What follows belongs to an exercise in optimizing a design on an open flow for small area, a short achievable clock period and few clock cycles; a production flow would make more cautious choices. RTL that was checked went through simulation tests only; none was proved equivalent to the original. Function not checked in run 1: the RTL went through the layout flow alone. No activity file was given, so power comes from the tool's default toggle rates.

==> design/flow/design.v <==
module registers (
	input				axi_clk,
	input		[11:0]	h2f_axi_awid,
	input		[29:0]	h2f_axi_awaddr,
	input				h2f_axi_awvalid,
	output	reg			h2f_axi_awready,
	input		[31:0]	h2f_axi_wdata,
	input		[3:0]	h2f_axi_wstrb,
	input				h2f_axi_wlast,
	input				h2f_axi_wvalid,
	output	reg			h2f_axi_wready,
	output		[11:0]	h2f_axi_bid,
	output		[1:0]	h2f_axi_bresp,
	output	reg			h2f_axi_bvalid,
	input				h2f_axi_bready,
	input		[11:0]	h2f_axi_arid,
	input		[29:0]	h2f_axi_araddr,
	input		[3:0]	h2f_axi_arlen,
	input				h2f_axi_arvalid,
	output	reg			h2f_axi_arready,
	output		[11:0]	h2f_axi_rid,
	output	reg	[31:0]	h2f_axi_rdata,
	output		[1:0]	h2f_axi_rresp,
	output	reg			h2f_axi_rlast,
	output	reg			h2f_axi_rvalid,
	input				h2f_axi_rready,
	input		[31:0]	reg_fpga_rev,
	input				reg_sw1_4,
	input				reg_sw1_3,
	input				reg_sw1_2,
	input				reg_sw1_1,
	output	reg			reg_jp3_4,
	output	reg			reg_jp3_3,
	output	reg			reg_jp3_2,
	output	reg			reg_jp3_1,
	output	reg			reg_led_8,
	output	reg			reg_led_7,
	output	reg			reg_led_6,
	input				reg_led_5,
	output	reg	[20:1]	reg_jp5,
	output	reg	[6:1]	reg_jp4_rxn,
	output	reg	[6:1]	reg_jp4_rxp,
	output	reg	[6:1]	reg_jp4_txn,
	output	reg	[6:1]	reg_jp4_txp,
	input				axi_rst
);
	assign h2f_axi_bresp = 2'b00;
	assign h2f_axi_rresp = 2'b00;
	reg		[11:0]	oid;
	assign h2f_axi_bid = oid;
	assign h2f_axi_rid = oid;
	reg				dir;		 
	reg				wact;		 
	reg				wfirst;		 
	reg				wbuf;		 
	reg				wapply;		 
	reg				bpend;		 
	reg				eng;		 
	reg				eng_new;	 
	reg		[4:0]	addr;		 
	reg		[3:0]	aux;		 
	reg		[11:0]	xid;		 
	reg		[3:0]	esel;		 
	wire aw_hs = h2f_axi_awvalid & h2f_axi_awready;
	wire w_hs  = h2f_axi_wvalid  & h2f_axi_wready;
	wire ar_hs = h2f_axi_arvalid & h2f_axi_arready;
	wire hs_id = aw_hs | ar_hs;
	wire [11:0] id_in = dir ? h2f_axi_arid : h2f_axi_awid;
	wire [3:0] hstb = {h2f_axi_rdata[31], h2f_axi_rdata[30], h2f_axi_rdata[23], h2f_axi_rdata[22]};
	wire [31:0] wcap = {h2f_axi_wstrb[3], h2f_axi_wstrb[2], h2f_axi_wdata[29:24],
	                    h2f_axi_wstrb[1], h2f_axi_wstrb[0], h2f_axi_wdata[21:0]};
	wire wk     = w_hs & (wact | aw_hs);		 
	wire lone_w = w_hs & ~wact & ~aw_hs;		 
	wire hb     = wbuf & aw_hs;					 
	wire bgen   = (wk & h2f_axi_wlast) | (hb & aux[0]);
	wire ob_free = ~h2f_axi_bvalid | h2f_axi_bready;
	wire wact_n   = (wact | aw_hs) & ~bgen;
	wire wfirst_n = aw_hs ? ~(w_hs | wbuf) : (wfirst & ~w_hs);
	wire wbuf_n   = (wbuf & ~aw_hs) | lone_w;
	wire wapply_n = wk | hb;
	wire bpend_n  = (bpend | bgen) & ~ob_free;
	wire bvalid_n = bgen | bpend | (h2f_axi_bvalid & ~h2f_axi_bready);
	wire out_free = ~h2f_axi_rvalid | h2f_axi_rready;
	wire rload    = (ar_hs | eng) & out_free;		 
	wire [3:0] rrem = eng ? aux : h2f_axi_arlen;
	wire [4:0] ra = h2f_axi_araddr[6:2];
	wire [3:0] adec = {ra == 5'd3, ra == 5'd2, ra == 5'd1, ra == 5'd0};
	wire [3:0] sel = eng ? esel : adec;
	wire [4:0] addr1 = addr + 5'd1;
	wire rfirst   = ar_hs | eng_new;
	wire eng_n    = rload ? (rrem != 4'd0) : (eng | ar_hs);
	wire eng_new_n = ~rload & (eng_new | ar_hs);
	wire rvalid_n = rload | (h2f_axi_rvalid & ~h2f_axi_rready);
	wire [31:0] w1 = {12'b0, reg_sw1_4, reg_sw1_3, reg_sw1_2, reg_sw1_1, 4'b0,
	                  reg_jp3_4, reg_jp3_3, reg_jp3_2, reg_jp3_1, 4'b0,
	                  reg_led_8, reg_led_7, reg_led_6, reg_led_5};
	wire [31:0] w2 = {12'b0, reg_jp5};
	wire [31:0] w3 = {2'b0, reg_jp4_rxn, 2'b0, reg_jp4_rxp, 2'b0, reg_jp4_txn, 2'b0, reg_jp4_txp};
	wire [31:0] word = ({32{sel[0]}} & reg_fpga_rev) | ({32{sel[1]}} & w1) |
	                   ({32{sel[2]}} & w2) | ({32{sel[3]}} & w3);
	wire wbusy_n = wact_n | wbuf_n | bpend_n | bvalid_n | wapply_n;
	wire rbusy_n = rvalid_n | eng_n;
	wire wbusy   = wact | wbuf | bpend | h2f_axi_bvalid | wapply;
	wire rbusy   = h2f_axi_rvalid | eng;
	wire dir_n   = wbusy_n ? 1'b0 :
	               rbusy_n ? 1'b1 :
	               wbusy   ? 1'b1 :
	               rbusy   ? 1'b0 :
	               dir     ? ~(h2f_axi_awvalid | h2f_axi_wvalid) :
	                         h2f_axi_arvalid;
	wire widle_n = ~wact_n & ~bpend_n & ~rbusy_n & ~dir_n;
	always @(posedge axi_clk) begin
		if (axi_rst) begin
			dir             <= 1'b0;
			wact            <= 1'b0;
			wfirst          <= 1'b0;
			wbuf            <= 1'b0;
			wapply          <= 1'b0;
			bpend           <= 1'b0;
			eng             <= 1'b0;
			eng_new         <= 1'b0;
			h2f_axi_bvalid  <= 1'b0;
			h2f_axi_rvalid  <= 1'b0;
			h2f_axi_awready <= 1'b0;
			h2f_axi_wready  <= 1'b0;
			h2f_axi_arready <= 1'b0;
		end else begin
			dir             <= dir_n;
			wact            <= wact_n;
			wfirst          <= wfirst_n;
			wbuf            <= wbuf_n;
			wapply          <= wapply_n;
			bpend           <= bpend_n;
			eng             <= eng_n;
			eng_new         <= eng_new_n;
			h2f_axi_bvalid  <= bvalid_n;
			h2f_axi_rvalid  <= rvalid_n;
			h2f_axi_awready <= widle_n;
			h2f_axi_wready  <= wact_n | (widle_n & ~wbuf_n);
			h2f_axi_arready <= ~eng_n & ~wbusy_n & dir_n;
		end
	end
	always @(posedge axi_clk) begin
		if (aw_hs)
			addr <= h2f_axi_awaddr[6:2];
		else if (w_hs & ~wfirst & wact)
			addr <= addr1;
		else if (ar_hs)
			addr <= ra;
		else if (rload & ~eng_new)
			addr <= addr1;
		if (ar_hs)
			esel <= out_free ? {adec[2:0], ra == 5'd31} : adec;
		else if (rload)
			esel <= {esel[2:0], eng_new ? addr == 5'd31 : addr == 5'd30};
		if (lone_w)
			aux[0] <= h2f_axi_wlast;
		else if (dir)
			aux <= rload ? rrem - 4'd1 : rrem;
		if (hs_id)
			xid <= id_in;
		if ((bgen | bpend) & ob_free | rload & rfirst)
			oid <= hs_id ? id_in : xid;
		if (rload) begin
			h2f_axi_rdata <= word;
			h2f_axi_rlast <= (rrem == 4'd0);
		end else if (w_hs)
			h2f_axi_rdata <= wcap;
	end
	wire wr1 = wapply & (addr == 5'd1);
	wire wr2 = wapply & (addr == 5'd2);
	wire wr3 = wapply & (addr == 5'd3);
	wire [31:0] wd1 = h2f_axi_rdata | {32{axi_rst}};		 
	wire [11:8] wd0 = h2f_axi_rdata[11:8] & {4{~axi_rst}};	 
	always @(posedge axi_clk) begin
		if (wr1 & hstb[1] | axi_rst) {reg_jp3_4, reg_jp3_3, reg_jp3_2, reg_jp3_1} <= wd0[11:8];
		if (wr1 & hstb[0] | axi_rst) {reg_led_8, reg_led_7, reg_led_6} <= wd1[3:1];
		if (wr2 & hstb[2] | axi_rst) reg_jp5[20:17] <= wd1[19:16];
		if (wr2 & hstb[1] | axi_rst) reg_jp5[16:9]  <= wd1[15:8];
		if (wr2 & hstb[0] | axi_rst) reg_jp5[8:1]   <= wd1[7:0];
		if (wr3 & hstb[3] | axi_rst) reg_jp4_rxn <= wd1[29:24];
		if (wr3 & hstb[2] | axi_rst) reg_jp4_rxp <= wd1[21:16];
		if (wr3 & hstb[1] | axi_rst) reg_jp4_txn <= wd1[13:8];
		if (wr3 & hstb[0] | axi_rst) reg_jp4_txp <= wd1[5:0];
	end
endmodule
==> design/flow/flow/run.sh <==
#!/bin/bash
set -euo pipefail
bash standard.sh 'BUFFER_PORTS_ARGS=-buffer_cell sky130_fd_sc_hd__buf_1' \
  'CTS_ARGS=-sink_clustering_enable -repair_clock_nets -buf_list sky130_fd_sc_hd__clkbuf_8 -sink_clustering_size 40 -dont_use_dummy_load' \
  finish > make.log 2>&1
==> design/flow/standard.sh <==
#!/bin/bash
# synth_recipe.tcl (not shown) runs the flow's synth.tcl, then flattens the netlist and writes it again
# the make line also repeats each setting of config.mk as NAME=value (left out here)
make -C /OpenROAD-flow-scripts/flow DESIGN_CONFIG=/design/flow/config.mk WORK_HOME=/design/flow/orfs CLKGATE_MAP_FILE= SYNTH_SCRIPT=/design/flow/synth_recipe.tcl "${@:-finish}"
==> design/flow/config.mk <==
export PLATFORM = sky130hd
export DESIGN_NAME = registers
export DESIGN_NICKNAME = registers
export VERILOG_FILES = /design/flow/design.v
export SDC_FILE = /design/flow/constraint.sdc
export NUM_CORES = 4
export LEC_CHECK = 0
export ABC_AREA = 1
export CAP_MARGIN = 20
export CORE_AREA = 10 10 150 150
export CTS_BUF_LIST = sky130_fd_sc_hd__clkbuf_8
export CTS_CLUSTER_SIZE = 40
export DIE_AREA = 0 0 160 160
export PLACE_DENSITY = 0.5
export SETUP_SLACK_MARGIN = 2.35
export SLEW_MARGIN = 20
export TNS_END_PERCENT = 10
==> design/flow/constraint.sdc <==
create_clock -name core_clock -period 4.0 [get_ports {axi_clk}]
set_input_delay 0.8000 -clock core_clock [delete_from_list [all_inputs] [get_ports {axi_clk}]]
set_output_delay 0.8000 -clock core_clock [all_outputs]
set_load 0.01 [all_outputs]
==> out/metrics.csv, run 1 <==
metric,value,unit
status,"complete, no violations",
hold_ws,0.484,ns
clk_pin_slew,0.08,ns
worst_pin_slew,0.580,ns
drc,0,
grt_pass1_wl,31600,microns
arrival,1.03,ns
area_growth,31.0,%
synthFlopType,edfxtp_1,
fmax,546,MHz
cts_tree,yes,
die_w,160,microns
slew_viol_final,0,
seq_area_frac_synth,0.601,
async_flop_share,0,
synth_cell_type_count,39,
floorplan.die_area,25600,sq um
synthMostInstantiatedCell,nand2_1,
p_int,0.00319,W
final_nets,1053,
setup_tns,0,ns
crit_path_start_kind,flop,
cpMaxStageDelayCell,edfxtp_1,
cts-htree-levels,4,
crit_required,3.20,ns
num-fill-cells,2014,
synth_warnings,1,
fin_crit,1.83,ns
clockPowerShare,0.157,
synthTopCellsByCount,"nand2_1, edfxtp_1, nand3_1",
syn_area,6280,sq um
place_inst,1090,
cp-end-kind,primary output,
grt_use_total,0.158,
hold_class,flop to flop,
r2r_slack,2.24,ns
clockBufferDepth,2,
switching_share,0.388,
dp_hpwl,15200,microns
rsz0062_at_grt,true,
port_buffers,227,
combPwrFrac,0.396,
netlist.area_leader.share,0.521,
skew,0.0320,ns
powerDensity,635,nW/um^2
setup_viol,0,
crit_type,flop to primary output,
critPathBufInv,1,
ys_seq_elements,134,
path_cells,buf_1,
wl,22800,microns
holdBufCountCts,0,
syn_inst,640,
yosysTopAreaCell,edfxtp_1,
avgSynthCellArea,9.81,sq um
p_leak,3.00,nW
cpPeakStageDelay,0.43,ns
grt_pass1_vias,5489,
gp_congestion,0.799,
ios,286,
wire_per_inst,19.9,microns
synth_edf_count,109,
peakVddDrop,0.000263,V
first_pass_iters,5,
rows,51,
crit_family,flip-flops,
antenna_left,0,
hold_viol_final,0,
start_util,0.324,
chipHeight,160,microns
vias,5545,
pwr-share-seq,0.446,
grt.overflow.total,0,
cts_root_buf,clkbuf_8,
p_switching,0.00203,W
crit_fanout,2,
grt_max_degree,41,
viasPerCell,4.85,
numCtsBuffers,17,
multiInputGateArea,2460,sq um
instances_no_fill,1143,
antenna_found_initial,0,
drive_above_1_share,0.164,
clock-sinks,134,
finalCritPeriodShare,0.458,
synth.area.top_cells,"edfxtp_1, nand2_1, dfxtp_1",
regArea,3780,sq um
coreArea,19400,sq um
first_iter_violations,435,
drv_cap,0,
clkLatencyLatePin,0.44,ns
slew_headroom,0.611,
antennaDiodeCount,0,
==> cells in the final DEF, fill, tap and decap left out, types with 7 or more instances in the layout <==
cell type / netlist / layout
nand2_4: 0 / 7
nor2_1: 53 / 50
clkbuf_8: 0 / 17
a21oi_1: 7 / 7
o21ai_0: 23 / 15
dfxtp_1: 25 / 21
inv_1: 35 / 29
edfxtp_1: 109 / 109
a31oi_1: 26 / 26
nand2_1: 136 / 124
nand3_1: 95 / 88
buf_4: 19 / 21
nand2_2: 4 / 7
nand2_8: 0 / 7
or2_2: 27 / 26
nand4_1: 17 / 17
buf_1: 0 / 220
==> stage by stage <==
| stage | utilization | cell area (sq um) | power (W) | setup slack (ns) |
|---|---|---|---|---|
| 2_1_floorplan | - | 6410 | 0.00349 | 2.18 |
| 3_3_place_gp | 0.377 | 7310 | 0.00406 | 1.42 |
| 3_5_place_dp | 0.377 | 7310 | 0.00407 | 1.40 |
| 4_1_cts | 0.395 | 7670 | 0.00493 | 2.14 |
| 5_1_grt | 0.424 | 8220 | 0.00557 | 2.10 |
| 6_report | 0.424 | 8220 | 0.00522 | 2.17 |
==> worst register-to-register path: cells and delay by family, from the launching register on <==
family | cells | cell delay, ns
simple gates | 2 | 0.42
flops | 1 | 0.45
compound gates | 1 | 0.52
==> final cells by class <==
| type | count | area share |
|---|---|---|
| tap | 265 | 0.0403 |
| multi-input combinational | 429 | 0.299 |
| timing repair buffer | 259 | 0.151 |
| inverter | 37 | 0.0193 |
| sequential | 134 | 0.460 |
| clock buffer | 17 | 0.0285 |
| timing repair inverter | 2 | 0.00213 |
==> final timing paths <==
path | end | cells past startpoint | from
setup / recovery | reg_jp4_rxp[6] | 1 | reg_jp4_rxp[6]$_DFFE_PP_
hold / removal | xid[5]$_DFF_P_ | 2 | xid[5]$_DFF_P_
setup reg to reg | reg_jp3_2$_DFFE_PP_ | 3 | addr[2]$_DFFE_PP_
hold reg to reg | xid[5]$_DFF_P_ | 2 | xid[5]$_DFF_P_
==> per-layer routing <==
layer,global-route usage,wire length (microns),vias up
li1,-,-,2680
met1,0.194,9960,2620
met2,0.252,10700,221
met3,0.0568,1790,24
met4,0.0488,379,0
met5,0,0,-
==> cells by family (layout without fill, tap and decap cells) <==
| group | Yosys count | after routing | share of synthesized area |
|---|---|---|---|
| compound gates | 67 | 67 | 0.0642 |
| xor+xnor | 4 | 4 | 0.00558 |
| fa+ha+maj | 4 | 4 | 0.00797 |
| buf+inv | 86 | 315 | 0.0696 |
| flops | 134 | 134 | 0.601 |
| other cells | 1 | 4 | 0.000597 |
| simple gates | 344 | 350 | 0.251 |
==> power groups by stage <==
stage | registers (W) | clock network, W | logic, W
finish | 0.00233 | 0.000822 | 0.00207
global route | 0.00238 | 0.000894 | 0.00230
detailed placement | 0.00235 | 0 | 0.00172
CTS | 0.00232 | 0.000844 | 0.00177
floorplan | 0.00239 | 0 | 0.00109
global placement | 0.00234 | 0 | 0.00171
==> registers in the layout (all words and copies together), names as in the netlist, 4 cells and up <==
register / count
reg_jp4_rxp: 6
reg_jp4_rxn: 6
reg_jp5: 20
addr: 5
xid: 12
reg_jp4_txn: 6
esel: 4
aux: 4
reg_jp4_txp: 6
oid: 12
h2f_axi_rdata: 32
==> timing repair <==
item | in CTS | in global routing
setup buffers | 3 | 21
gates cloned | 0 | 12
setup endpoints to repair | 279 | 276
pin swaps | 2 | 12
gates resized for setup | 29 | 54
==> inputs of run 2 (changes only) <==
--- a/design/flow/design.v
+++ b/design/flow/design.v
@@ -96,8 +96,12 @@
 	                  reg_led_8, reg_led_7, reg_led_6, reg_led_5};
 	wire [31:0] w2 = {12'b0, reg_jp5};
 	wire [31:0] w3 = {2'b0, reg_jp4_rxn, 2'b0, reg_jp4_rxp, 2'b0, reg_jp4_txn, 2'b0, reg_jp4_txp};
-	wire [31:0] word = ({32{sel[0]}} & reg_fpga_rev) | ({32{sel[1]}} & w1) |
-	                   ({32{sel[2]}} & w2) | ({32{sel[3]}} & w3);
+	wire [3:0] rs = sel & {4{rload}};
+	wire rs_w = ~rload & w_hs;
+	wire rs_h = ~rload & ~w_hs;
+	wire [31:0] rdata_n = ({32{rs[0]}} & reg_fpga_rev) | ({32{rs[1]}} & w1) |
+	                      ({32{rs[2]}} & w2) | ({32{rs[3]}} & w3) |
+	                      ({32{rs_w}} & wcap) | ({32{rs_h}} & h2f_axi_rdata);
 	wire wbusy_n = wact_n | wbuf_n | bpend_n | bvalid_n | wapply_n;
 	wire rbusy_n = rvalid_n | eng_n;
 	wire wbusy   = wact | wbuf | bpend | h2f_axi_bvalid | wapply;
@@ -161,11 +165,9 @@
 			xid <= id_in;
 		if ((bgen | bpend) & ob_free | rload & rfirst)
 			oid <= hs_id ? id_in : xid;
-		if (rload) begin
-			h2f_axi_rdata <= word;
+		h2f_axi_rdata <= rdata_n;
+		if (rload)
 			h2f_axi_rlast <= (rrem == 4'd0);
-		end else if (w_hs)
-			h2f_axi_rdata <= wcap;
 	end
 	wire wr1 = wapply & (addr == 5'd1);
 	wire wr2 = wapply & (addr == 5'd2);
--- a/design/flow/config.mk
+++ b/design/flow/config.mk
@@ -12,6 +12,6 @@
 export CTS_CLUSTER_SIZE = 40
 export DIE_AREA = 0 0 160 160
 export PLACE_DENSITY = 0.5
-export SETUP_SLACK_MARGIN = 2.35
+export SETUP_SLACK_MARGIN = 2.1
 export SLEW_MARGIN = 20
-export TNS_END_PERCENT = 10
+export TNS_END_PERCENT = 20
==> out/metrics.csv, run 2 <==
metric,value,unit,change
synth_cell_type_count,38,,-2.6%
largest_register_ffs,32,,unchanged
coreArea,19400,sq um,unchanged
synthFlopType,edfxtp_1,,
worst_pin_slew,0.748,ns,+0.169 ns
netlist.area_leader.share,0.377,,-0.144
synth.area.top_cells,"edfxtp_1, dfxtp_1, nand2_1",,
met3WireLength,1280,microns,-28%
largest_registers,"h2f_axi_rdata: 32 flops, reg_jp5: 20 flops",,
first_iter_violations,296,,-32%
finalCritPeriodShare,0.481,,+0.0228
p_leak,2.93,nW,-2.4%
crit_path_start_kind,primary input,,
vias,5541,,-0.072%
syn_inst,686,,+7.2%
final_nets,1086,,+3.1%
setup_tns,0,ns,unchanged
cpPeakStageDelay,0.35,ns,-0.08 ns
drv_cap,0,,unchanged
cts_tree,yes,,
cp.depth,5,,+4
ios,286,,unchanged
fin_total_pwr,0.00491,W,-5.8%
synthMostInstantiatedCell,nand2_1,,
slew_viol_final,0,,unchanged
critPathBufInv,4,,+3
worstReg2RegStart,addr[0]$_DFFE_PP_,,
hold_depth,2,,unchanged
first_pass_iters,5,,unchanged
arrival,1.99,ns,+0.96 ns
setup_viol,0,,unchanged
crit_top_cell,buf_4,,
cts-htree-levels,4,,unchanged
synth_warnings,1,,unchanged
hold_end,xid[0]$_DFF_P_,,
path_cells,"buf_1, buf_4, clkinvlp_4, buf_4, o21ai_0",,
synth_edf_count,77,,-29%
clk_pin_slew,0.06,ns,-0.02 ns
grt_pass1_wl,33200,microns,+5.1%
crit_fanout,30,,+28
fmax,520,MHz,-4.7%
grt.overflow.total,0,,unchanged
antennaDiodeCount,0,,unchanged
clockBufferDepth,2,,unchanged
gp_congestion,0.821,,+2.7%
drive_above_1_share,0.0922,,-0.0718
port_buffers,227,,unchanged
hold_ws,0.488,ns,+0.00398 ns
crit_type,primary input to flop,,
multiInputGateArea,2260,sq um,-8.1%
regArea,3460,sq um,-8.6%
seq_area_frac_synth,0.563,,-0.0379
worstHoldStart,xid[0]$_DFF_P_,,
grt_pass1_vias,5642,,+2.8%
rows,51,,unchanged
area_growth,23.7,%,
slew_headroom,0.500,,-0.111
antenna_left,0,,unchanged
final_common_cell,buf_1,,
cpMaxStageDelayCell,buf_4,,
wl,22000,microns,-3.5%
floorplan.die_area,25600,sq um,unchanged
status,"complete, no violations",,
crit_family,buffers and inverters,,
synthTopCellsByCount,"nand2_1, nand3_1, edfxtp_1",,
num-fill-cells,2113,,+4.9%
cts_root_buf,clkbuf_8,,
fin_crit,1.92,ns,+0.0912 ns
rsz0062_at_grt,true,,
ys_seq_elements,134,,unchanged
yosysTopAreaCell,edfxtp_1,,
syn_area,6130,sq um,-2.3%
avgSynthCellArea,8.94,sq um,-8.9%
route.met2.wl,11000,microns,+3.5%
clkLatencyLatePin,0.44,ns,about the same
rr_endpoint,reg_jp5[4]$_DFFE_PP_,,
wire_per_inst,18.7,microns,-6.2%
viasPerCell,4.71,,-2.9%
layout_common_cells,"buf_1, nand2_1, nand3_1, edfxtp_1, inv_1",,
hold_class,flop to flop,,
start_util,0.316,,-0.00755
crit_required,4.07,ns,+0.87 ns
cp-end-kind,flop,,
numCtsBuffers,17,,unchanged
r2r_slack,2.17,ns,-0.07 ns
grt_max_degree,33,,-20%
ff2ff_path_depth,5,,+2
skew,0.0235,ns,-0.00849 ns
peakVddDrop,0.000204,V,-22%
hold_viol_final,0,,unchanged
chipHeight,160,microns,unchanged
wl_met1,9500,microns,-4.6%
die_w,160,microns,unchanged
dp_hpwl,15800,microns,+4.4%
clock-sinks,134,,unchanged
holdBufCountCts,0,,unchanged
top_register,h2f_axi_rdata,,
drc,0,,unchanged
async_flop_share,0,,unchanged
powerDensity,648,nW/um^2,+2.1%
topRoutingLayerUsed,met4,,
grt_use_total,0.166,,+0.00827
antenna_found_initial,0,,unchanged
[run 2: cell types whose count changed after synthesis, sizes merged, moves of 10 or more]
| cell | delta |
|---|---|
| a21oi | +17 |
| a31oi | -12 |
| dfxtp | +32 |
| edfxtp | -32 |
| inv | +26 |
| nand2 | +32 |
| nand3 | -10 |
| nor2 | -11 |
| o21ai | +12 |
| or2 | -13 |
[run 2: power by group]
| part | total, W | internal, W | switching (W) |
|---|---|---|---|
| clock network | 0.000821 | 0.000374 | 0.000447 |
| logic | 0.00188 | 0.000605 | 0.00127 |
| registers | 0.00222 | 0.00196 | 0.000255 |
| total | 0.00491 | 0.00294 | 0.00197 |
[run 2: repair_timing]
action / 4_1_cts / 5_1_grt
gates resized for setup: 11 / 15
pin swaps: 0 / 1
hold endpoints to repair: 0 / 0
gates cloned: 2 / 1
buffers inserted: 5 / 5
setup endpoints to repair: 106 / 109
[run 2: tightest hold or removal path, cell delays in order (launching register included)]
cell and delay, ns:
dfxtp_1 0.30, nor2_1 0.09, a31oi_1 0.05
[run 2: metrics by stage]
stage	utilization	instance area, sq um	instances	setup WS, ns
after floorplan	-	6160	689	2.08
after global placement	0.368	7140	1146	1.02
after detailed placement	0.368	7140	1146	1.00
after CTS	0.385	7470	1170	2.04
after global routing	0.391	7580	1176	1.99
final	0.391	7580	1176	2.08
[run 2: cell type report]
cell class                      count  share of cell area
Tap cell                          265              0.0437
Multi-Input combinational cell    447               0.298
Timing Repair inverter              1            0.000660
Sequential cell                   134               0.456
Inverter                           63              0.0327
Clock buffer                       17              0.0309
Timing Repair Buffer              249               0.138
[run 2: how the worst max path moves through the flow]
stage	from	to	slack, ns
2_1_floorplan	h2f_axi_rready	addr[0]$_DFFE_PP_	2.08
3_3_place_gp	axi_rst	reg_jp5[3]$_DFFE_PP_	1.02
3_5_place_dp	axi_rst	reg_jp5[3]$_DFFE_PP_	1.00
4_1_cts	addr[0]$_DFFE_PP_	reg_jp4_rxp[6]$_DFFE_PP_	2.04
5_1_grt	axi_rst	reg_jp5[12]$_DFFE_PP_	1.99
6_report	axi_rst	reg_jp3_3$_DFFE_PP_	2.08
[run 2: cell families after synthesis]
kind of cell             count (synthesis)  share of synthesized area
XOR/XNOR                                 5                    0.00714
adder cells (fa/ha/maj)                  4                    0.00816
AO/OA/AOI/OAI                           84                     0.0796
buffers and inverters                  110                     0.0871
other                                    1                   0.000612
AND/OR/NAND/NOR                        348                      0.254
flip-flops                             134                      0.563
[run 2: routing by layer]
layer / global-route usage / up-vias
li1: - / 2745
met1: 0.203 / 2618
met2: 0.285 / 167
met3: 0.0419 / 11
met4: 0.0413 / 0
met5: 0 / -
Testbench counts of run 2, summed over its fixed seeds: cycles 12,061.
==> inputs of run 3 (changes only) <==
--- a/design/flow/config.mk
+++ b/design/flow/config.mk
@@ -11,7 +11,7 @@
 export CTS_BUF_LIST = sky130_fd_sc_hd__clkbuf_8
 export CTS_CLUSTER_SIZE = 40
 export DIE_AREA = 0 0 160 160
-export PLACE_DENSITY = 0.5
-export SETUP_SLACK_MARGIN = 2.1
+export PLACE_DENSITY = 0.75
+export SETUP_SLACK_MARGIN = 2.2
 export SLEW_MARGIN = 20
 export TNS_END_PERCENT = 20
==> out/metrics.csv, run 3 <==
metric,value,unit,change
pre_cts_slack,1.26,ns,+0.252 ns
first_pass_iters,5,,unchanged
numCtsBuffers,17,,unchanged
cp-end-kind,primary output,,
worst_pin_slew,0.714,ns,-0.0344 ns
antenna_left,0,,unchanged
drv_cap,0,,unchanged
clock-sinks,134,,unchanged
crit_path_start_kind,flop,,
status,"complete, no violations",,
grt_max_degree,30,,-9.1%
clockBufferDepth,2,,unchanged
ios,286,,unchanged
area_growth,26.4,%,
synthTopCellsByCount,"nand2_1, nand3_1, edfxtp_1",,
grt.overflow.total,0,,unchanged
first_iter_violations,516,,+74%
die_w,160,microns,unchanged
final_common_cell,buf_1,,
synth_top_family_by_area,simple AND/OR/NAND/NOR gates,,
synth.area.top_cells,"edfxtp_1, dfxtp_1, nand2_1",,
clk_pin_slew,0.07,ns,about the same
synth_cell_type_count,38,,unchanged
path_cells,buf_1,,
grtUsageMet3,0.0607,,+0.0188
crit_type,flop to primary output,,
syn_area,6130,sq um,unchanged
rows,51,,unchanged
critPathBufInv,1,,-3
cts-htree-levels,4,,unchanged
antenna_found_initial,0,,unchanged
yosysTopAreaCell,edfxtp_1,,
seq_area_frac_synth,0.563,,unchanged
wl,21100,microns,-3.8%
fmax,543,MHz,+4.4%
powerDensity,644,nW/um^2,-0.67%
synth_edf_count,77,,unchanged
clkLatencyLatePin,0.44,ns,about the same
instances_no_fill,1181,,+0.43%
drive_above_1_share,0.113,,+0.0204
rsz0062_at_grt,true,,
synthAdderAreaFrac,0.00816,,unchanged
drc,0,,unchanged
largest_register_ffs,32,,unchanged
synthFlopType,edfxtp_1,,
crit_family,flip-flops,,
synthMostInstantiatedCell,nand2_1,,
syn_inst,686,,unchanged
crit_required,3.20,ns,-0.87 ns
rr_endpoint,eng$_SDFF_PP0_,,
grt_pass1_wl,31900,microns,-3.9%
grt_pass1_vias,5694,,+0.92%
yosys-mux-area-fraction,0,,unchanged
worst_slack,2.16,ns,+0.0815 ns
hold_viol_final,0,,unchanged
p_leak,3.00,nW,+2.2%
chipHeight,160,microns,unchanged
grt_use_total,0.158,,-0.00748
worstReg2RegStart,eng$_SDFF_PP0_,,
netlist.area_leader.share,0.377,,unchanged
hold_class,flop to flop,,
final_nets,1090,,+0.37%
peakVddDrop,0.000290,V,+43%
cts_root_buf,clkbuf_8,,
port_buffers,227,,unchanged
wire_per_inst,17.9,microns,-4.2%
r2r_slack,2.20,ns,+0.03 ns
arrival,1.04,ns,-0.95 ns
worstHoldStart,reg_jp5[10]$_DFFE_PP_,,
hold_ws,0.487,ns,-0.000607 ns
crit_fanout,2,,-93%
dp_hpwl,15800,microns,about the same
top_register,h2f_axi_rdata,,
async_flop_share,0,,unchanged
setup_viol,0,,unchanged
coreArea,19400,sq um,unchanged
start_util,0.316,,unchanged
floorplan.die_area,25600,sq um,unchanged
synth_xor_area_frac,0.00714,,unchanged
cpPeakStageDelay,0.44,ns,+0.09 ns
cts_tree,yes,,
synth-simple-area-share,0.254,,unchanged
skew,0.0277,ns,+0.00415 ns
hold_depth,2,,unchanged
finalCritPeriodShare,0.460,,-0.0204
gp_congestion,0.873,,+6.3%
fin_crit,1.84,ns,-0.0815 ns
avgSynthCellArea,8.94,sq um,unchanged
slew_viol_final,0,,unchanged
largest_registers,"h2f_axi_rdata: 32 flops, reg_jp5: 20 flops",,
layout_common_cells,"buf_1, nand2_1, nand3_1, edfxtp_1, inv_1",,
ff2ff_path_depth,9,,+4
synth_warnings,1,,unchanged
viasPerCell,4.78,,+1.4%
vias,5641,,+1.8%
use_met2,0.269,,-0.0155
setup_tns,0,ns,unchanged
top_usage_layer,met2,,
synth-compound-area-share,0.0796,,unchanged
grtUsageMet1,0.185,,-0.0178
hold_end,h2f_axi_rdata[9]$_DFF_P_,,
ys_seq_elements,134,,unchanged
slew_headroom,0.523,,+0.0230
cpMaxStageDelayCell,edfxtp_1,,
place_inst,1143,,-0.26%
==> run 3: how the worst max path moves through the flow <==
stage                                   start                   endpoint  slack, ns  cells after the start
after floorplan                       axi_rst      reg_jp5[10]$_DFFE_PP_       2.17                      3
after global placement         h2f_axi_rready  h2f_axi_rdata[27]$_DFF_P_       1.32                      9
after detailed placement      h2f_axi_arvalid  h2f_axi_rdata[27]$_DFF_P_       1.26                      9
after global routing           eng$_SDFF_PP0_             eng$_SDFF_PP0_       2.09                      9
after CTS                   addr[0]$_DFFE_PP_      reg_jp5[20]$_DFFE_PP_       1.95                      4
final                     reg_jp3_1$_DFFE_PP_                  reg_jp3_1       2.16                      1
==> run 3: layout make-up <==
type / count / area, sq um
Sequential cell: 134 / 3460
Tap cell: 265 / 332
Fill cell: 1991 / 11600
Timing Repair inverter: 1 / 7.51
Timing Repair Buffer: 255 / 1130
Clock buffer: 17 / 234
Inverter: 63 / 249
Multi-Input combinational cell: 445 / 2330
Antenna cell: 1 / 2.50
==> run 3: what timing repair did <==
item | in CTS | in global routing
endpoints found under the setup margin | 173 | 206
pin swaps | 3 | 5
cloned | 1 | 0
hold buffers | 0 | 0
setup buffers | 8 | 11
endpoints found under the hold margin | 0 | 0
resized for setup | 19 | 29
==> run 3: per-stage QoR <==
| stage | total power, W | cell area [sq um] | utilization |
|---|---|---|---|
| after floorplan | 0.00338 | 6190 | - |
| after global placement | 0.00393 | 7150 | 0.368 |
| after detailed placement | 0.00400 | 7150 | 0.368 |
| after CTS | 0.00492 | 7540 | 0.389 |
| after global routing | 0.00534 | 7750 | 0.399 |
| final | 0.00499 | 7750 | 0.400 |
==> run 3: kinds of logic (layout without fill, tap and decap cells) <==
kind of cell    Yosys count  after routing
compound gates           84             84
simple gates            348            348
xor+xnor                  5              5
buf+inv                 110            336
flops                   134            134
other cells               1              5
fa+ha+maj                 4              4
==> run 3: power by group <==
part	total [W]	switching (W)	internal (W)
sequential	0.00223	0.000259	0.00197
combinational	0.00195	0.00128	0.000671
clock	0.000815	0.000441	0.000374
total	0.00499	0.00198	0.00301
==> run 3: layer usage <==
| metal | part of all wire | vias to the layer above |
|---|---|---|
| li1 | - | 2745 |
| met1 | 0.40 | 2589 |
| met2 | 0.49 | 288 |
| met3 | 0.10 | 19 |
| met4 | 0.010 | 0 |
| met5 | 0 | - |
==> run 3: worst min-delay path: cells and delay by family (launching register included) <==
kind            cells  cell delay, ns
flops               1            0.35
compound gates      1            0.07
simple gates        1            0.04
==> inputs of run 4 (changes only) <==
--- a/design/flow/config.mk
+++ b/design/flow/config.mk
@@ -11,7 +11,7 @@
 export CTS_BUF_LIST = sky130_fd_sc_hd__clkbuf_8
 export CTS_CLUSTER_SIZE = 40
 export DIE_AREA = 0 0 160 160
-export PLACE_DENSITY = 0.75
+export PLACE_DENSITY = 0.4
 export SETUP_SLACK_MARGIN = 2.2
 export SLEW_MARGIN = 20
 export TNS_END_PERCENT = 20
==> out/metrics.csv, run 4 <==
metric,value,unit,change
clk_pin_slew,0.07,ns,about the same
rows,51,,unchanged
rsz0062_at_grt,true,,
antenna_left,0,,unchanged
final_area,7770,sq um,+0.29%
yosysTopAreaCell,edfxtp_1,,
crit_fanout,2,,unchanged
cpMaxStageDelayCell,edfxtp_1,,
area_growth,26.8,%,
synth-simple-area-share,0.254,,unchanged
path_cells,buf_1,,
port_buffers,227,,unchanged
status,"complete, no violations",,
drc,0,,unchanged
hold_viol_final,0,,unchanged
clkLatencyLatePin,0.44,ns,about the same
die_w,160,microns,unchanged
synth_cell_type_count,38,,unchanged
worst_pin_slew,0.622,ns,-0.0918 ns
wl,23000,microns,+8.9%
largest_registers,"h2f_axi_rdata: 32 flops, reg_jp5: 20 flops",,
gp_congestion,0.822,,-5.9%
grt_max_degree,29,,-3.3%
worstReg2RegStart,dir$_SDFF_PP0_,,
antenna_found_initial,0,,unchanged
ios,286,,unchanged
dp_hpwl,16100,microns,+1.5%
synth-compound-area-share,0.0796,,unchanged
crit_family,flip-flops,,
cts_tree,yes,,
yosys-mux-area-fraction,0,,unchanged
top_register,h2f_axi_rdata,,
first_iter_violations,350,,-32%
layout_common_cells,"buf_1, nand2_1, nand3_1, edfxtp_1, inv_1",,
crit_path_start_kind,flop,,
place_area,7130,sq um,-0.26%
synth_top_family_by_area,simple AND/OR/NAND/NOR gates,,
grt.overflow.total,0,,unchanged
p_leak,3.01,nW,+0.52%
viasPerCell,4.80,,+0.50%
holdBufCountCts,0,,unchanged
fmax,547,MHz,+0.68%
fin_total_pwr,0.00502,W,+0.69%
synthMostInstantiatedCell,nand2_1,,
syn_area,6130,sq um,unchanged
cp-end-kind,primary output,,
drv_cap,0,,unchanged
grt_pass1_wl,33800,microns,+6.1%
grt_use_total,0.170,,+0.0118
synth_edf_count,77,,unchanged
cts_root_buf,clkbuf_8,,
clock-sinks,134,,unchanged
finalCritPeriodShare,0.457,,-0.00313
rr_endpoint,aux[1]$_DFFE_PP_,,
synthFlopType,edfxtp_1,,
vias,5669,,+0.50%
netlist.area_leader.share,0.377,,unchanged
fin_crit,1.83,ns,-0.0125 ns
clockBufferDepth,2,,unchanged
peakVddDrop,0.000283,V,-2.4%
cp.depth,1,,unchanged
crit_start,reg_jp4_rxn[4]$_DFFE_PP_,,
synthTopCellsByCount,"nand2_1, nand3_1, edfxtp_1",,
chipHeight,160,microns,unchanged
avgSynthCellArea,8.94,sq um,unchanged
drive_above_1_share,0.118,,+0.00534
slew_headroom,0.584,,+0.0614
floorplan.die_area,25600,sq um,unchanged
endpoint,reg_jp4_rxn[4],,
crit_required,3.20,ns,about the same
crit_type,flop to primary output,,
final_nets,1091,,+0.092%
grt_pass1_vias,5886,,+3.4%
critPathBufInv,1,,unchanged
syn_inst,686,,unchanged
start_util,0.316,,unchanged
ff2ff_path_depth,2,,-7
wire_per_inst,19.5,microns,+8.9%
synthAdderAreaFrac,0.00816,,unchanged
largest_register_ffs,32,,unchanged
setup_tns,0,ns,unchanged
skew,0.0303,ns,+0.00261 ns
synth_xor_area_frac,0.00714,,unchanged
cpPeakStageDelay,0.44,ns,about the same
seq_area_frac_synth,0.563,,unchanged
numCtsBuffers,17,,unchanged
powerDensity,646,nW/um^2,+0.40%
final_common_cell,buf_1,,
slew_viol_final,0,,unchanged
hold_class,flop to flop,,
async_flop_share,0,,unchanged
arrival,1.03,ns,about the same
first_pass_iters,5,,unchanged
cts-htree-levels,4,,unchanged
coreArea,19400,sq um,unchanged
antennaDiodeCount,0,,-1
synth.area.top_cells,"edfxtp_1, dfxtp_1, nand2_1",,
r2r_slack,2.29,ns,+0.09 ns
synth_warnings,1,,unchanged
postLayoutCoreUtil,0.401,,+0.00116
ys_seq_elements,134,,unchanged
setup_viol,0,,unchanged
==> run 4: cell types whose count changed in the layout (fill, tap and decap cells not counted), sizes merged <==
cell    before  now
a21oi       24   25
and2         3    5
buf        254  246
clkbuf      18   24
clkinv       0    1
diode        1    0
inv         61   60
==> run 4: metal layers <==
layer | up-vias | wire [microns] | global-route usage
met5 | - | 0 | 0
met4 | 0 | 335 | 0.0447
met3 | 22 | 1570 | 0.0491
met2 | 208 | 11300 | 0.289
met1 | 2690 | 9840 | 0.206
li1 | 2749 | - | -
==> run 4: through the flow <==
step	hold WS (ns)	instances	setup slack [ns]
global route	0.513	1181	2.12
floorplan	0.462	689	2.17
detailed placement	0.463	1140	1.29
finish	0.481	1181	2.17
global placement	0.457	1140	1.30
CTS	0.484	1178	2.14
==> run 4: layout make-up <==
class,instances,area [sq um]
Sequential cell,134,3460
Timing Repair Buffer,253,1120
Clock buffer,17,234
Fill cell,2102,11600
Inverter,63,251
Timing Repair inverter,1,5.00
Multi-Input combinational cell,448,2370
Tap cell,265,332
==> run 4: worst min-delay path by stage <==
stage,cells after the start,startpoint,endpoint,slack (ns)
CTS,2,reg_jp5[4]$_DFFE_PP_,h2f_axi_rdata[3]$_DFF_P_,0.48
floorplan,2,xid[0]$_DFF_P_,xid[0]$_DFF_P_,0.46
global placement,2,reg_jp5[7]$_DFFE_PP_,h2f_axi_rdata[6]$_DFF_P_,0.46
detailed placement,2,reg_jp5[7]$_DFFE_PP_,h2f_axi_rdata[6]$_DFF_P_,0.46
global route,2,reg_jp5[20]$_DFFE_PP_,h2f_axi_rdata[19]$_DFF_P_,0.51
finish,2,reg_jp5[4]$_DFFE_PP_,h2f_axi_rdata[3]$_DFF_P_,0.48
==> run 4: power breakdown <==
group / total [W] / internal (W) / switching, W
registers: 0.00223 / 0.00197 / 0.000261
logic: 0.00197 / 0.000651 / 0.00131
clock network: 0.000831 / 0.000374 / 0.000457
==> run 4: worst min-delay path, stage by stage (launching register included) <==
cell and delay [ns]:
edfxtp_1 0.35, a21oi_1 0.06, nand2_1 0.04
==> run 4: repair_timing <==
action / CTS / global route
endpoints found under the hold margin: 0 / 0
pin swaps: 7 / 1
gates cloned: 2 / 2
gates resized for setup: 33 / 20
buffers inserted: 19 / 1
endpoints found under the setup margin: 201 / 164
==> run 4: cell families after synthesis <==
kind of cell / Yosys count
fa+ha+maj: 4
other cells: 1
compound gates: 84
xor+xnor: 5
flops: 134
buf+inv: 110
simple gates: 348
==> inputs of run 5 (changes only) <==
--- a/design/flow/config.mk
+++ b/design/flow/config.mk
@@ -11,7 +11,7 @@
 export CTS_BUF_LIST = sky130_fd_sc_hd__clkbuf_8
 export CTS_CLUSTER_SIZE = 40
 export DIE_AREA = 0 0 160 160
-export PLACE_DENSITY = 0.4
+export PLACE_DENSITY = 0.6
 export SETUP_SLACK_MARGIN = 2.2
 export SLEW_MARGIN = 20
 export TNS_END_PERCENT = 20
==> out/metrics.csv, run 5 <==
metric,value,unit,change
status,"complete, no violations",,
synthTopCellsByCount,"nand2_1, nand3_1, edfxtp_1",,
synth-compound-area-share,0.0796,,unchanged
wl,21400,microns,-7.2%
antenna_left,0,,unchanged
floorplan.die_area,25600,sq um,unchanged
final_common_cell,buf_1,,
peakVddDrop,0.000317,V,+12%
synth-simple-area-share,0.254,,unchanged
rows,51,,unchanged
met3WireLength,2030,microns,+29%
synth_cell_type_count,38,,unchanged
crit_type,flop to primary output,,
fmax,540,MHz,-1.2%
gp_congestion,0.813,,-1.0%
cp-end-kind,primary output,,
multiInputGateArea,2320,sq um,-2.2%
place_area,7170,sq um,+0.53%
layout_common_cells,"buf_1, nand2_1, nand3_1, edfxtp_1, inv_1",,
num-fill-cells,2038,,-3.0%
dp_hpwl,15800,microns,-1.5%
ys_seq_elements,134,,unchanged
yosys-mux-area-fraction,0,,unchanged
cts_root_buf,clkbuf_8,,
setup_tns,0,ns,unchanged
grt.overflow.total,0,,unchanged
syn_area,6130,sq um,unchanged
route.met2.wl,9910,microns,-12%
rsz0062_at_grt,true,,
wl_met1,9190,microns,-6.6%
finalCritPeriodShare,0.463,,+0.00572
slew_viol_final,0,,unchanged
slew_headroom,0.524,,-0.0609
grt_use_total,0.162,,-0.00850
drc,0,,unchanged
powerDensity,638,nW/um^2,-1.2%
crit_required,3.20,ns,about the same
worst_pin_slew,0.713,ns,+0.0910 ns
final_nets,1096,,+0.46%
antennaDiodeCount,0,,unchanged
hold_viol_final,0,,unchanged
grt_max_degree,29,,unchanged
yosysTopAreaCell,edfxtp_1,,
setup_viol,0,,unchanged
synthAdderAreaFrac,0.00816,,unchanged
ios,286,,unchanged
clk_pin_slew,0.07,ns,about the same
avgSynthCellArea,8.94,sq um,unchanged
top_register,h2f_axi_rdata,,
skew,0.0308,ns,+0.000474 ns
seq_area_frac_synth,0.563,,unchanged
grt_pass1_wl,32500,microns,-3.9%
crit_family,flip-flops,,
synth.area.top_cells,"edfxtp_1, dfxtp_1, nand2_1",,
synthFlopType,edfxtp_1,,
clock-sinks,134,,unchanged
fin_total_pwr,0.00495,W,-1.4%
regArea,3460,sq um,unchanged
crit_path_start_kind,flop,,
cts_tree,yes,,
first_iter_violations,350,,unchanged
clkLatencyLatePin,0.45,ns,about the same
vias,5657,,-0.21%
numCtsBuffers,17,,unchanged
crit_fanout,2,,unchanged
synth_top_family_by_area,simple AND/OR/NAND/NOR gates,,
drive_above_1_share,0.115,,-0.00281
netlist.area_leader.share,0.377,,unchanged
largest_registers,"h2f_axi_rdata: 32 flops, reg_jp5: 20 flops",,
viasPerCell,4.77,,-0.63%
holdBufCountCts,0,,unchanged
area_growth,26.6,%,
topRoutingLayerUsed,met5,,
synth_edf_count,77,,unchanged
wire_per_inst,18.0,microns,-7.6%
first_pass_iters,5,,unchanged
coreArea,19400,sq um,unchanged
synth_xor_area_frac,0.00714,,unchanged
synth_warnings,1,,unchanged
syn_inst,686,,unchanged
cpPeakStageDelay,0.45,ns,about the same
port_buffers,227,,unchanged
cts-htree-levels,4,,unchanged
chipHeight,160,microns,unchanged
drv_cap,0,,unchanged
async_flop_share,0,,unchanged
largest_register_ffs,32,,unchanged
critPathBufInv,1,,unchanged
die_w,160,microns,unchanged
fin_crit,1.85,ns,+0.0229 ns
cpMaxStageDelayCell,edfxtp_1,,
hold_class,flop to flop,,
synthMostInstantiatedCell,nand2_1,,
antenna_found_initial,1,,+1
arrival,1.05,ns,+0.02 ns
hold_ws,0.484,ns,+0.00273 ns
start_util,0.316,,unchanged
final_area,7760,sq um,-0.16%
clockBufferDepth,2,,unchanged
p_leak,3.02,nW,+0.19%
grt_pass1_vias,5586,,-5.1%
path_cells,buf_1,,
-- run 5: cell counts after synthesis --
Identical to the previous run, type by type.
-- run 5: layout make-up --
type	count	area share
well taps	265	0.0427
repair buffers	262	0.151
inverters	63	0.0321
flip-flops and latches	134	0.446
multi-input cells	445	0.299
clock buffers	17	0.0301
-- run 5: repair_timing --
item                                    in CTS  in global routing
gates cloned                                 0                  0
pin swaps                                    3                  4
endpoints found under the setup margin     185                181
buffers inserted                             9                 15
gates resized for setup                     21                 21
-- run 5: logic make-up after synthesis --
logic type / after synthesis
other: 1
flip-flops: 134
adder cells (fa/ha/maj): 4
buffers and inverters: 110
XOR/XNOR: 5
AO/OA/AOI/OAI: 84
AND/OR/NAND/NOR: 348
-- run 5: where the power goes --
part / switching (W) / internal, W
Combinational: 0.00126 / 0.000647
Sequential: 0.000247 / 0.00196
Clock: 0.000463 / 0.000374
-- run 5: final timing paths --
check / start / end / slack (ns) / cells past startpoint
min reg2reg: reg_jp5[14]$_DFFE_PP_ / h2f_axi_rdata[13]$_DFF_P_ / 0.48 / 2
max reg2reg: addr[0]$_DFFE_PP_ / reg_jp4_txp[2]$_DFFE_PP_ / 2.31 / 5
max: reg_jp3_3$_DFFE_PP_ / reg_jp3_3 / 2.15 / 1
min: reg_jp5[14]$_DFFE_PP_ / h2f_axi_rdata[13]$_DFF_P_ / 0.48 / 2
-- run 5: metrics by stage --
step	utilization	setup slack [ns]	instances
global route	0.400	2.07	1186
global placement	0.369	1.31	1145
floorplan	-	2.17	689
CTS	0.390	2.06	1171
finish	0.400	2.15	1186
detailed placement	0.369	1.28	1145
-- run 5: metal layers --
layer	up-vias	track usage
met3	18	0.0620
li1	2754	-
met2	263	0.261
met4	2	0.0434
met1	2620	0.197
met5	-	0
==> inputs of run 6 (changes only) <==
--- a/design/flow/config.mk
+++ b/design/flow/config.mk
@@ -11,7 +11,7 @@
 export CTS_BUF_LIST = sky130_fd_sc_hd__clkbuf_8
 export CTS_CLUSTER_SIZE = 40
 export DIE_AREA = 0 0 160 160
-export PLACE_DENSITY = 0.6
+export PLACE_DENSITY = 0.5
 export SETUP_SLACK_MARGIN = 2.2
 export SLEW_MARGIN = 20
 export TNS_END_PERCENT = 20
==> out/metrics.csv, run 6 <==
metric,value,unit,change
synth.area.top_cells,"edfxtp_1, dfxtp_1, nand2_1",,
combPwrFrac,0.381,,-0.004
antennaDiodeCount,0,,unchanged
chipHeight,160,microns,unchanged
synthTopCellsByCount,"nand2_1, nand3_1, edfxtp_1",,
largest_register_ffs,32,,unchanged
worst_pin_slew,0.614,ns,-0.0988 ns
rows,51,,unchanged
switching_share,0.399,,+0.00109
setup_tns,0,ns,unchanged
clk_pin_slew,0.08,ns,about the same
drc,0,,unchanged
yosysTopAreaCell,edfxtp_1,,
grt_pass1_vias,5561,,-0.45%
synth_cell_type_count,38,,unchanged
hold_viol_final,0,,unchanged
seq_area_frac_synth,0.563,,unchanged
clockPowerShare,0.168,,about the same
top_register,h2f_axi_rdata,,
cpMaxStageDelayCell,edfxtp_1,,
grt_use_total,0.160,,-0.00155
synth_warnings,1,,unchanged
final_common_cell,buf_1,,
postLayoutCoreUtil,0.392,,-0.00838
synthMostInstantiatedCell,nand2_1,,
layout_common_cells,"buf_1, nand2_1, nand3_1, edfxtp_1, inv_1",,
crit_required,3.20,ns,about the same
grt_pass1_wl,32100,microns,-1.1%
cp-end-kind,primary output,,
ys_seq_elements,134,,unchanged
cts-htree-levels,4,,unchanged
crit_path_start_kind,flop,,
p_switching,0.00195,W,-0.86%
r2r_slack,2.25,ns,-0.06 ns
gp_congestion,0.813,,about the same
crit_type,flop to primary output,,
powerDensity,645,nW/um^2,+0.98%
first_iter_violations,399,,+14%
critPathBufInv,1,,unchanged
area_growth,23.9,%,
numCtsBuffers,17,,unchanged
avgSynthCellArea,8.94,sq um,unchanged
netlist.area_leader.share,0.377,,unchanged
synthFlopType,edfxtp_1,,
vias,5482,,-3.1%
pwr-share-seq,0.451,,+0.005
peakVddDrop,0.000246,V,-23%
wl,21000,microns,-1.6%
cts_root_buf,clkbuf_8,,
floorplan.die_area,25600,sq um,unchanged
ios,286,,unchanged
finalCritPeriodShare,0.458,,-0.00471
drv_cap,0,,unchanged
antenna_left,0,,unchanged
crit_fanout,2,,unchanged
final_nets,1083,,-1.2%
path_cells,buf_1,,
largest_registers,"h2f_axi_rdata: 32 flops, reg_jp5: 20 flops",,
coreArea,19400,sq um,unchanged
p_leak,2.95,nW,-2.1%
start_util,0.316,,unchanged
grt_max_degree,33,,+14%
clockBufferDepth,2,,unchanged
hold_class,flop to flop,,
dp_hpwl,15400,microns,-2.6%
syn_inst,686,,unchanged
clock-sinks,134,,unchanged
synth_edf_count,77,,unchanged
fmax,545,MHz,+1.0%
arrival,1.03,ns,-0.02 ns
die_w,160,microns,unchanged
status,"complete, no violations",,
cts_tree,yes,,
port_buffers,227,,unchanged
antenna_found_initial,0,,-1
setup_viol,0,,unchanged
grt.overflow.total,0,,unchanged
drive_above_1_share,0.0947,,-0.0204
slew_headroom,0.586,,+0.0627
skew,0.0331,ns,+0.00236 ns
crit_family,flip-flops,,
clkLatencyLatePin,0.44,ns,about the same
p_int,0.00295,W,-1.3%
fin_crit,1.83,ns,-0.0189 ns
slew_viol_final,0,,unchanged
syn_area,6130,sq um,unchanged
wire_per_inst,17.9,microns,-0.50%
rsz0062_at_grt,true,,
cpPeakStageDelay,0.44,ns,about the same
first_pass_iters,6,,+1
async_flop_share,0,,unchanged
viasPerCell,4.67,,-2.0%
## run 6: final timing paths
| path | startpoint | end | cells past startpoint |
|---|---|---|---|
| min | reg_jp5[20]$_DFFE_PP_ | h2f_axi_rdata[19]$_DFF_P_ | 2 |
| max reg2reg | addr[2]$_DFFE_PP_ | reg_jp3_3$_DFFE_PP_ | 3 |
| max | reg_jp5[11]$_DFFE_PP_ | reg_jp5[11] | 1 |
| min reg2reg | reg_jp5[20]$_DFFE_PP_ | h2f_axi_rdata[19]$_DFF_P_ | 2 |
## run 6: logic make-up (layout without fill, tap and decap cells)
family,count (synthesis),in the layout,synth area share
XOR/XNOR,5,5,0.00714
other,1,4,0.000612
AND/OR/NAND/NOR,348,348,0.254
adder cells (fa/ha/maj),4,4,0.00816
buffers and inverters,110,328,0.0871
flip-flops,134,134,0.563
AO/OA/AOI/OAI,84,85,0.0796
## run 6: layer usage
metal	track usage	wire [microns]	up-vias
met3	0.0463	1450	17
met4	0.0426	267	0
met1	0.201	9390	2538
met2	0.264	9930	202
met5	0	0	-
li1	-	-	2725
## run 6: power by group through the flow
stage | clock [W] | combinational, W | sequential (W)
detailed placement | 0 | 0.00176 | 0.00225
global placement | 0 | 0.00176 | 0.00225
CTS | 0.000850 | 0.00186 | 0.00222
floorplan | 0 | 0.00110 | 0.00228
finish | 0.000822 | 0.00186 | 0.00221
global route | 0.000910 | 0.00211 | 0.00226
## run 6: cell type report
type                    instances  area [sq um]
fillers                      2072         11800
repair buffers                248          1050
flip-flops and latches        134          3460
clock buffers                  17           234
multi-input cells             446          2290
well taps                     265           332
inverters                      63           241
## run 6: through the flow
stage / worst slack [ns] / power, W / hold slack [ns] / instance area, sq um / instances
6_report: 2.17 / 0.00490 / 0.479 / 7600 / 1173
5_1_grt: 2.05 / 0.00528 / 0.509 / 7600 / 1173
4_1_cts: 2.07 / 0.00494 / 0.474 / 7500 / 1166
3_5_place_dp: 1.32 / 0.00401 / 0.460 / 7150 / 1144
3_3_place_gp: 1.36 / 0.00401 / 0.464 / 7150 / 1144
2_1_floorplan: 2.17 / 0.00338 / 0.462 / 6190 / 689
## run 6: what timing repair did
item,CTS,global route
gates cloned,1,0
pin swaps,1,4
buffers inserted,4,7
endpoints found under the setup margin,168,196
gates resized for setup,17,10
hold buffers,0,0
==> inputs of run 7 (changes only) <==
--- a/design/flow/config.mk
+++ b/design/flow/config.mk
@@ -5,7 +5,6 @@
 export SDC_FILE = /design/flow/constraint.sdc
 export NUM_CORES = 4
 export LEC_CHECK = 0
-export ABC_AREA = 1
 export CAP_MARGIN = 20
 export CORE_AREA = 10 10 150 150
 export CTS_BUF_LIST = sky130_fd_sc_hd__clkbuf_8
==> out/metrics.csv, run 7 <==
metric,value,unit,change
synth_warnings,1,,unchanged
antennaDiodeCount,0,,unchanged
gp_congestion,0.848,,+4.3%
worst_slack,2.02,ns,-0.151 ns
synthTopCellsByCount,"edfxtp_1, nand2_1, dfxtp_1",,
crit_path_start_kind,primary input,,
ff2ff_path_depth,6,,+3
cts-htree-levels,4,,unchanged
skew,0.0257,ns,-0.00744 ns
clockBufferDepth,2,,unchanged
drv_cap,0,,unchanged
p_int,0.00321,W,+8.9%
chipHeight,160,microns,unchanged
worstReg2RegStart,eng$_SDFF_PP0_,,
cts_root_buf,clkbuf_8,,
rsz0062_at_grt,true,,
final_common_cell,buf_1,,
grt_max_degree,55,,+67%
synth.area.top_cells,"edfxtp_1, dfxtp_1, mux2i_1",,
ys_seq_elements,134,,unchanged
status,"complete, no violations",,
pwr-share-seq,0.453,,+0.002
seq_area_frac_synth,0.544,,-0.0188
crit_fanout,5,,+3
synthMostInstantiatedCell,edfxtp_1,,
yosysTopAreaCell,edfxtp_1,,
ios,286,,unchanged
antenna_left,0,,unchanged
arrival,2.38,ns,+1.35 ns
rows,51,,unchanged
grt_use_total,0.174,,+0.0138
final_nets,1003,,-7.4%
clockPowerShare,0.160,,-0.008
worst_pin_slew,0.767,ns,+0.153 ns
drive_above_1_share,0.173,,+0.0780
syn_inst,600,,-13%
setup_viol,0,,unchanged
hold_viol_final,0,,unchanged
largest_register_ffs,32,,unchanged
drc,0,,unchanged
cts_tree,yes,,
async_flop_share,0,,unchanged
clk_pin_slew,0.08,ns,about the same
r2r_slack,2.14,ns,-0.11 ns
peakVddDrop,0.000280,V,+14%
slew_viol_final,0,,unchanged
switching_share,0.380,,-0.0183
die_w,160,microns,unchanged
crit_required,4.39,ns,+1.19 ns
endpoint,h2f_axi_rdata[13]$_DFF_P_,,
grt_pass1_vias,5936,,+6.7%
place_area,7360,sq um,+2.9%
finalCritPeriodShare,0.496,,+0.0377
coreArea,19400,sq um,unchanged
numCtsBuffers,17,,unchanged
first_pass_iters,5,,-1
wl,23600,microns,+12%
rr_endpoint,h2f_axi_rdata[2]$_DFF_P_,,
avgSynthCellArea,10.6,sq um,+18%
crit_type,primary input to flop,,
powerDensity,631,nW/um^2,-2.1%
netlist.area_leader.share,0.365,,-0.0126
p_switching,0.00197,W,+0.84%
holdBufCountCts,0,,unchanged
syn_area,6340,sq um,+3.4%
area_growth,29.3,%,
fmax,504,MHz,-7.6%
final_area,8200,sq um,+7.9%
vias,5760,,+5.1%
grt_pass1_wl,34900,microns,+8.7%
hold_ws,0.465,ns,-0.0140 ns
largest_registers,"h2f_axi_rdata: 32 flops, reg_jp5: 20 flops",,
fin_total_pwr,0.00518,W,+5.7%
floorplan.die_area,25600,sq um,unchanged
setup_tns,0,ns,unchanged
pre_cts_slack,0.997,ns,-0.325 ns
wire_per_inst,21.6,microns,+21%
dp_hpwl,16100,microns,+4.6%
p_leak,3.06,nW,+3.7%
layout_common_cells,"buf_1, edfxtp_1, nand2_1, dfxtp_1, nand3_1",,
top_register,h2f_axi_rdata,,
clkLatencyLatePin,0.45,ns,about the same
synthFlopType,edfxtp_1,,
fin_crit,1.98,ns,+0.151 ns
synth_edf_count,77,,unchanged
cp-end-kind,flop,,
port_buffers,227,,unchanged
slew_headroom,0.488,,-0.0978
clock-sinks,134,,unchanged
start_util,0.327,,+0.0109
synth_cell_type_count,54,,+42%
combPwrFrac,0.387,,+0.006
viasPerCell,5.27,,+13%
first_iter_violations,422,,+5.8%
crit_start,h2f_axi_araddr[6],,
antenna_found_initial,0,,unchanged
grt.overflow.total,0,,unchanged
hold_class,flop to flop,,
==> run 7: final cells by class <==
class | count | area [sq um]
Sequential cell | 134 | 3470
Multi-Input combinational cell | 396 | 2800
Timing Repair Buffer | 263 | 1280
Inverter | 18 | 80.1
Clock buffer | 17 | 234
Tap cell | 265 | 332
Fill cell | 1960 | 11200
==> run 7: how the worst min path moves through the flow <==
| stage | from | endpoint | cells after the start |
|---|---|---|---|
| after floorplan | xid[0]$_DFF_P_ | xid[0]$_DFF_P_ | 2 |
| after detailed placement | xid[3]$_DFF_P_ | xid[3]$_DFF_P_ | 2 |
| after global placement | xid[7]$_DFF_P_ | xid[7]$_DFF_P_ | 2 |
| after global routing | reg_jp5[12]$_DFFE_PP_ | h2f_axi_rdata[11]$_DFF_P_ | 1 |
| final | xid[3]$_DFF_P_ | xid[3]$_DFF_P_ | 2 |
| after CTS | xid[3]$_DFF_P_ | xid[3]$_DFF_P_ | 2 |
==> run 7: kinds of logic (layout without fill, tap and decap cells) <==
family,count (synthesis),count (layout),share of synthesized area
AO/OA/AOI/OAI,151,151,0.169
XOR/XNOR,8,8,0.0110
adder cells (fa/ha/maj),4,4,0.00789
buffers and inverters,76,298,0.0594
flip-flops,134,134,0.544
multiplexers,31,31,0.0491
other,1,4,0.000591
AND/OR/NAND/NOR,195,198,0.159
==> run 7: power by group through the flow <==
stage	clock network, W	logic (W)	registers [W]
finish	0.000829	0.00200	0.00235
global placement	0	0.00170	0.00236
CTS	0.000860	0.00193	0.00234
detailed placement	0	0.00175	0.00237
global route	0.000914	0.00220	0.00240
floorplan	0	0.00118	0.00231
==> run 7: what timing repair did <==
item / 4_1_cts / 5_1_grt
setup endpoints to repair: 252 / 234
cloned: 3 / 2
pin swaps: 11 / 8
setup buffers: 22 / 5
resized for setup: 63 / 24
==> run 7: through the flow <==
stage	util	cells
3_3_place_gp	0.379	1044
3_5_place_dp	0.379	1044
5_1_grt	0.423	1093
6_report	0.423	1093
2_1_floorplan	-	603
4_1_cts	0.414	1086
==> run 7: critical path, stage by stage <==
cell,delay (ns)
buf_8,0.09
or4b_4,0.55
buf_6,0.14
o41ai_4,0.19
and2_4,0.26
clkbuf_16,0.17
a221o_1,0.15
==> run 7: routing by layer <==
layer / up-vias / wire length (microns) / track usage
met2: 253 / 11700 / 0.288
li1: 2658 / - / -
met4: 0 / 233 / 0.0434
met5: - / 0 / 0
met3: 19 / 1750 / 0.0612
met1: 2830 / 9990 / 0.211
==> inputs of run 8 (changes only) <==
--- a/design/flow/config.mk
+++ b/design/flow/config.mk
@@ -5,11 +5,14 @@
 export SDC_FILE = /design/flow/constraint.sdc
 export NUM_CORES = 4
 export LEC_CHECK = 0
+export ABC_AREA = 1
 export CAP_MARGIN = 20
 export CORE_AREA = 10 10 150 150
 export CTS_BUF_LIST = sky130_fd_sc_hd__clkbuf_8
 export CTS_CLUSTER_SIZE = 40
 export DIE_AREA = 0 0 160 160
+export GPL_ROUTABILITY_DRIVEN = 0
+export GPL_TIMING_DRIVEN = 0
 export PLACE_DENSITY = 0.5
 export SETUP_SLACK_MARGIN = 2.2
 export SLEW_MARGIN = 20
==> out/metrics.csv, run 8 <==
metric,value,unit,change
r2r_slack,2.31,ns,+0.17 ns
crit_path_start_kind,flop,,
setup_tns,0,ns,unchanged
yosysTopAreaCell,edfxtp_1,,
syn_inst,686,,+14%
cp-end-kind,primary output,,
hold_depth,2,,unchanged
wire_per_inst,18.2,microns,-16%
crit_required,3.20,ns,-1.19 ns
ff2ff_path_depth,11,,+5
first_iter_violations,294,,-30%
viasPerCell,4.62,,-12%
rsz0062_at_grt,true,,
largest_register_ffs,32,,unchanged
drv_cap,0,,unchanged
arrival,1.12,ns,-1.26 ns
final_common_cell,buf_1,,
status,"complete, no violations",,
synth_edf_count,77,,unchanged
vias,5587,,-3.0%
synthMostInstantiatedCell,nand2_1,,
clockBufferDepth,2,,unchanged
worstHoldStart,reg_jp5[14]$_DFFE_PP_,,
grt_use_total,0.166,,-0.00739
place_inst,1183,,+13%
worst_pin_slew,0.629,ns,-0.138 ns
finalCritPeriodShare,0.481,,-0.0149
synth_warnings,1,,unchanged
combPwrFrac,0.394,,+0.007
clock-sinks,134,,unchanged
p_leak,3.17,nW,+3.5%
synthTopCellsByCount,"nand2_1, nand3_1, edfxtp_1",,
port_buffers,227,,unchanged
netlist.area_leader.share,0.377,,+0.0126
place_area,7390,sq um,+0.43%
setup_viol,0,,unchanged
cts_tree,yes,,
synth.area.top_cells,"edfxtp_1, dfxtp_1, nand2_1",,
hold_class,flop to flop,,
hold_end,h2f_axi_rdata[13]$_DFF_P_,,
synthFlopType,edfxtp_1,,
wl,22000,microns,-6.9%
rr_endpoint,eng$_SDFF_PP0_,,
dp_hpwl,17000,microns,+5.7%
layout_common_cells,"buf_1, nand2_1, nand3_1, edfxtp_1, inv_1",,
syn_area,6130,sq um,-3.3%
grt_pass1_vias,5841,,-1.6%
pwr-share-seq,0.440,,-0.013
antennaDiodeCount,0,,unchanged
cts_root_buf,clkbuf_8,,
peakVddDrop,0.000214,V,-24%
grt_pass1_wl,33500,microns,-4.1%
skew,0.0322,ns,+0.00648 ns
antenna_found_initial,0,,unchanged
largest_registers,"h2f_axi_rdata: 32 flops, reg_jp5: 20 flops",,
drive_above_1_share,0.140,,-0.0329
hold_viol_final,0,,unchanged
synth_cell_type_count,38,,-30%
instances_no_fill,1209,,+11%
cts-htree-levels,4,,unchanged
p_switching,0.00198,W,+0.56%
ios,286,,unchanged
first_pass_iters,5,,unchanged
start_util,0.316,,-0.0109
final_nets,1119,,+12%
floorplan.die_area,25600,sq um,unchanged
async_flop_share,0,,unchanged
top_register,h2f_axi_rdata,,
crit_fanout,2,,-3
fmax,520,MHz,+3.1%
antenna_left,0,,unchanged
rows,51,,unchanged
switching_share,0.397,,+0.0166
p_int,0.00301,W,-6.2%
final_area,7950,sq um,-3.1%
clk_pin_slew,0.08,ns,about the same
fin_crit,1.92,ns,-0.0597 ns
chipHeight,160,microns,unchanged
avgSynthCellArea,8.94,sq um,-15%
grt.overflow.total,0,,unchanged
crit_type,flop to primary output,,
area_growth,29.6,%,
die_w,160,microns,unchanged
grt_max_degree,17,,-69%
drc,0,,unchanged
seq_area_frac_synth,0.563,,+0.0188
powerDensity,628,nW/um^2,-0.57%
clockPowerShare,0.166,,+0.006
numCtsBuffers,17,,unchanged
ys_seq_elements,134,,unchanged
worstReg2RegStart,eng$_SDFF_PP0_,,
clkLatencyLatePin,0.44,ns,about the same
slew_viol_final,0,,unchanged
slew_headroom,0.580,,+0.0920
coreArea,19400,sq um,unchanged
[run 8: how the worst max path moves through the flow]
| stage | from | to | cells past startpoint |
|---|---|---|---|
| final | oid[3]$_DFFE_PP_ | h2f_axi_rid[3] | 2 |
| after CTS | oid[11]$_DFFE_PP_ | h2f_axi_rid[11] | 2 |
| after detailed placement | axi_rst | reg_jp3_3$_DFFE_PP_ | 4 |
| after floorplan | axi_rst | reg_jp5[10]$_DFFE_PP_ | 3 |
| after global routing | oid[3]$_DFFE_PP_ | h2f_axi_rid[3] | 2 |
| after global placement | axi_rst | reg_jp5[1]$_DFFE_PP_ | 4 |
[run 8: power by group through the flow]
| stage | logic [W] | clock network [W] | registers (W) |
|---|---|---|---|
| final | 0.00197 | 0.000828 | 0.00219 |
| after CTS | 0.00192 | 0.000859 | 0.00219 |
| after global placement | 0.00188 | 0 | 0.00222 |
| after detailed placement | 0.00190 | 0 | 0.00222 |
| after floorplan | 0.00110 | 0 | 0.00228 |
| after global routing | 0.00221 | 0.000914 | 0.00224 |
[run 8: final cells by class]
type                       instances  area (sq um)
clock buffer                      17           234
timing repair buffer             238          1030
multi-input combinational        445          2300
tap                              265           332
fill                            2054         11500
buffer                            47           357
sequential                       134          3450
inverter                          63           239
[run 8: critical path, stage by stage (launching register included)]
cell	delay (ns)
edfxtp_1	0.42
buf_4	0.16
buf_6	0.11
[run 8: logic make-up (layout without fill, tap and decap cells)]
logic type / count (synthesis) / count (layout) / synth area share
and+or+nand+nor: 348 / 348 / 0.254
xor gates and xnor gates: 5 / 5 / 0.00714
DFF: 134 / 134 / 0.563
buffers and inverters: 110 / 365 / 0.0871
other: 1 / 4 / 0.000612
AOI/OAI and AO/OA: 84 / 84 / 0.0796
adders and majority gates: 4 / 4 / 0.00816
[run 8: metal layers]
metal | wire [microns] | vias up | share of wire | track usage
li1 | - | 2798 | - | -
met4 | 269 | 0 | 0.012 | 0.0388
met5 | 0 | - | 0 | 0
met2 | 10800 | 204 | 0.49 | 0.279
met1 | 9560 | 2566 | 0.43 | 0.206
met3 | 1430 | 19 | 0.065 | 0.0504
[run 8: metrics by stage]
stage	util	hold slack, ns	total power (W)	worst slack [ns]
floorplan	-	0.462	0.00338	2.17
global placement	0.380	0.465	0.00410	1.20
detailed placement	0.381	0.463	0.00412	1.59
CTS	0.398	0.483	0.00497	2.03
global route	0.410	0.500	0.00536	2.01
finish	0.410	0.479	0.00499	2.08
[run 8: repair_timing]
| item | 4_1_cts | 5_1_grt |
|---|---|---|
| hold buffers | 0 | 0 |
| buffers inserted | 3 | 6 |
| pin swaps | 3 | 4 |
| resized for setup | 13 | 75 |
| setup endpoints to repair | 154 | 233 |

Setup slack of run 8, layout unchanged: 2.076 ns with ideal ports, 2.036 ns with driving cells assumed (clock clkbuf_16, inputs buf_2), 1.741 ns with port delays also shifted by the 0.467 ns mid clock arrival.
